From an optimization exercise on the open Yosys and OpenROAD flow, aimed at small area, a short achievable clock period and few clock cycles per item; shortcuts taken in it are not production practice.
Function was checked by simulation only, so behaviour that the tests miss may differ from the original.

==> flow/design.v (excerpt) <==
module geofence (clk, reset, X, Y, valid, is_inside);
input clk;
input reset;
input [9:0] X;
input [9:0] Y;
output valid;
output is_inside;
reg [3:0] k;
reg [9:0] px, py;        
reg qxs, qys;            
reg [9:0] qxm, qym;
reg axs, ays, bxs, bys;  
reg [9:0] axm, aym, bxm, bym;
reg rxs, rys, lxs, lys;  
reg [9:0] rxm, rym, lxm, lym;
reg crn, crp;            
reg sur;                 
reg line;                
reg [15:0] occ;          
wire ixs = X < px;
wire iys = Y < py;
always @(posedge clk) begin
    qxs <= ixs;
    qys <= iys;
    qxm <= ixs ? px - X : X - px;
    qym <= iys ? py - Y : Y - py;
end
always @(posedge clk) begin
    if (reset)
        k <= 4'd0;
    else if (valid)
        k <= 4'd0;
    else
        k <= k + 4'd1;
end
always @(posedge clk) begin
    if (k == 4'd0) begin
        px <= X;
        py <= Y;
    end
end
wire qxz = qxm == 10'd0;
wire qyz = qym == 10'd0;
  ...
Size in the first run: about 1,600 cells after synthesis, roughly 150 flip-flops, roughly 0.016 sq mm of cells after synthesis.
clock: 11.5 ns
lec_check: 0
abc_clock_period_in_ps: 5000
cap_margin: 20
core_margin: 2
core_utilization: 35
setup_slack_margin: 5
slew_margin: 20
run.sh (not shown) runs the stock make flow with config.mk's settings and CLKGATE_MAP_FILE= SYNTH_SCRIPT=/design/flow/synth_recipe.tcl, a recipe that flattens the netlist after the stock synthesis.
Testbench counts at the start, summed over its fixed seeds: cycles 13,797, items 1,600.
Rerun with:
- ABC_CLOCK_PERIOD_IN_PS: 5000 -> not set
- SETUP_SLACK_MARGIN: 5 -> not set
What happened:
- The changed run ran to the end with no violations
- critical path depth falls by 6
- die area is unchanged
- utilization went down by 6.4 points
- design area goes down by about 14%
- wire length fell by about 11%
- clock skew barely changes
- fmax goes down by 16%
- synthesized cell count does not change
- final cell count came out lower by about 7%
- synthesized area does not change


Another version of the RTL of geofence (not shown whole).
Size in the first run: ~2100 cells after synthesis, about 300 flip-flops, roughly 20000 um2 of cells after synthesis.
==> flow/config.mk <==
export PLATFORM = sky130hd
export DESIGN_NAME = geofence
export DESIGN_NICKNAME = geofence
export VERILOG_FILES = /design/flow/design.v
export SDC_FILE = /design/flow/constraint.sdc
export NUM_CORES = 4
export LEC_CHECK = 0
export CAP_MARGIN = 20
export CORE_MARGIN = 2
export CORE_UTILIZATION = 35
export SETUP_SLACK_MARGIN = 5
export SLEW_MARGIN = 20
==> flow/constraint.sdc <==
create_clock -name core_clock -period 11.5 [get_ports {clk}]
set_input_delay 2.3000 -clock core_clock [delete_from_list [all_inputs] [get_ports {clk}]]
set_output_delay 2.3000 -clock core_clock [all_outputs]
set_load 0.01 [all_outputs]
Testbench counts at the start, summed over its fixed seeds: cycles 15,062, items 1,600.
Then changed:
==> flow/flow/run.sh (new file) <==
#!/bin/bash
# Standard layout, with timing repair aiming for a period of about 4.7 ns
# (setup margin 6.8 ns at the design's 11.5 ns clock).
set -euo pipefail
bash standard.sh SETUP_SLACK_MARGIN=6.8 finish > flow.log 2>&1
==> flow/standard.sh (new file) <==
#!/bin/bash
# synth_recipe.tcl (not shown) runs the flow's synth.tcl, then flattens the netlist and writes it again
# the make line also repeats each setting of config.mk as NAME=value (left out here)
make -C /OpenROAD-flow-scripts/flow DESIGN_CONFIG=/design/flow/config.mk WORK_HOME=/design/flow/orfs CLKGATE_MAP_FILE= SYNTH_SCRIPT=/design/flow/synth_recipe.tcl "${@:-finish}"
SETUP_SLACK_MARGIN = not set   (was 5)
removed: flow/run.sh
Result:
- global-route usage is higher by 0.39 points
- cell area goes up by 4.6%
- first-iteration DRC count rose by 3.1%
- routed wire length went up by 1.8%


Another version of the RTL of geofence (not shown whole).
Size: roughly 2200 cells after synthesis, ~280 flip-flops, ~24 I/O pins, roughly 22000 um2 of cells after synthesis.
export LEC_CHECK = 0
export CAP_MARGIN = 20
export CORE_MARGIN = 2
export CORE_UTILIZATION = 40
export SLEW_MARGIN = 20
create_clock -name core_clock -period 11.5 [get_ports {clk}]
standard.sh (not shown) runs the stock make flow with config.mk's settings and CLKGATE_MAP_FILE= SYNTH_SCRIPT=/design/flow/synth_recipe.tcl, a recipe that flattens the netlist after the stock synthesis.
==> flow/flow/run.sh <==
#!/bin/bash
# Standard layout, with timing repair aiming for a period of about 3.9 ns
# (setup margin 7.6 ns at the design's 11.5 ns clock).
set -euo pipefail
bash standard.sh SETUP_SLACK_MARGIN=7.6 finish > flow.log 2>&1
Testbench counts at the start, summed over its fixed seeds: cycles 15,151, items 1,600.
==> next run, changes <==
==> flow/flow/run.sh (replaced) <==
#!/bin/bash
# Standard layout, with timing repair aiming for a period of about 4.3 ns
# (setup margin 7.2 ns at the design's 11.5 ns clock).
set -euo pipefail
bash standard.sh SETUP_SLACK_MARGIN=7.2 finish > flow.log 2>&1
Settings changed: CORE_UTILIZATION 40 to 35.
The new run passed the timing, DRC and antenna checks; worst setup slack degrades by 54 ps; design area went down by 3.2%; via count shrinks by 1.6%; core utilization falls by 7.7 points; non-clock buffer count came out lower by 103; hold slack improves by 7.3 ps; count of clock-buffer cells in the layout goes down by 2; sequential share of layout area came out higher by 0.88 points; routed wire length decreases by 4.4%.


geofence, a different RTL version from the one above (not shown whole).
For scale: ~2200 cells after synthesis, about 300 flip-flops, about 24 I/O pins, about 0.022 mm2 of cells after synthesis.
clock: 11.5 ns
lec_check: 0
abc_clock_period_in_ps: 4500
cap_margin: 20
core_margin: 2
core_utilization: 35
setup_slack_margin: 5
slew_margin: 20
run.sh (not shown) runs the stock make flow with config.mk's settings and CLKGATE_MAP_FILE= SYNTH_SCRIPT=/design/flow/synth_recipe.tcl, a recipe that flattens the netlist after the stock synthesis.
Stock flow here: none of the scripts above is used.
The baseline finished clean.
Testbench counts at the start, summed over its fixed seeds: cycles 15,062, items 1,600.
Change:
==> flow/flow/run.sh (new file) <==
#!/bin/bash
# Standard layout, with timing repair aiming for a period of about 4.3 ns
# (setup margin 7.2 ns at the design's 11.5 ns clock).
set -euo pipefail
bash standard.sh SETUP_SLACK_MARGIN=7.2 finish > flow.log 2>&1
==> flow/standard.sh (new file) <==
#!/bin/bash
# synth_recipe.tcl (not shown) runs the flow's synth.tcl, then flattens the netlist and writes it again
# the make line also repeats each setting of config.mk as NAME=value (left out here)
make -C /OpenROAD-flow-scripts/flow DESIGN_CONFIG=/design/flow/config.mk WORK_HOME=/design/flow/orfs CLKGATE_MAP_FILE= SYNTH_SCRIPT=/design/flow/synth_recipe.tcl "${@:-finish}"
--- a/flow/config.mk
+++ b/flow/config.mk
@@ -12 +11,0 @@
-export SETUP_SLACK_MARGIN = 5
removed: flow/run.sh
Result: The changed run went through all stages and came out clean. Via count went up by 4.2%. Final area grows by 11%. First-iteration DRC count goes up by 6.0%. Synthesized area stays the same. Setup slack gets better by 0.58 ns. Die area does not change.

separate check: timing with driven ports:
The results above use ideal ports. As a check the final layouts listed here were re-extracted and re-timed, cells and wires unchanged. Step 1, drivers: a clkbuf_16 drives clk and a buf_2 each remaining input, both assumed. Step 2 adds t to the input delays and takes it off the output delays; t is the mean of the earliest and latest rising clock arrival at the registers after step 1. Input paths then give back, and output paths get back, about the clock's delay inside the block. Slacks: ideal ports / drivers / drivers and shift; pairs: ideal ports / drivers.
run | shift t [ns] | slack for setup (ns) | slew at the worst register clock pin (ns) | worst data-port slew with drivers (ns) | cell pins on the clock port's net
the first run of note 1 | 0.480 | 2.482 / 2.482 / 2.482 | 0.07 / 0.07 | 0.04 | 1
the second run of note 1 | 0.474 | 0.747 / 0.747 / 0.747 | 0.07 / 0.07 | 0.04 | 1
the first run of note 2 | 0.608 | 5.249 / 5.280 / 4.672 | 0.07 / 0.07 | 0.05 | 1
the second run of note 2 | 0.607 | 6.082 / 6.074 / 5.467 | 0.06 / 0.06 | 0.06 | 1
the first run of note 3 | 0.616 | 6.802 / 6.756 / 6.140 | 0.06 / 0.06 | 0.10 | 1
the second run of note 3 | 0.611 | 6.748 / 6.731 / 6.119 | 0.06 / 0.06 | 0.08 | 1
the first run of note 4 | 0.612 | 5.239 / 5.274 / 4.662 | 0.06 / 0.06 | 0.04 | 1
the second run of note 4 | 0.623 | 5.818 / 5.821 / 5.198 | 0.06 / 0.06 | 0.08 | 1
After both steps every run listed still meets setup and hold. The setup slack of the first run of note 3, which loses most, moves by -0.046 ns with the drivers and by -0.662 ns with both steps.
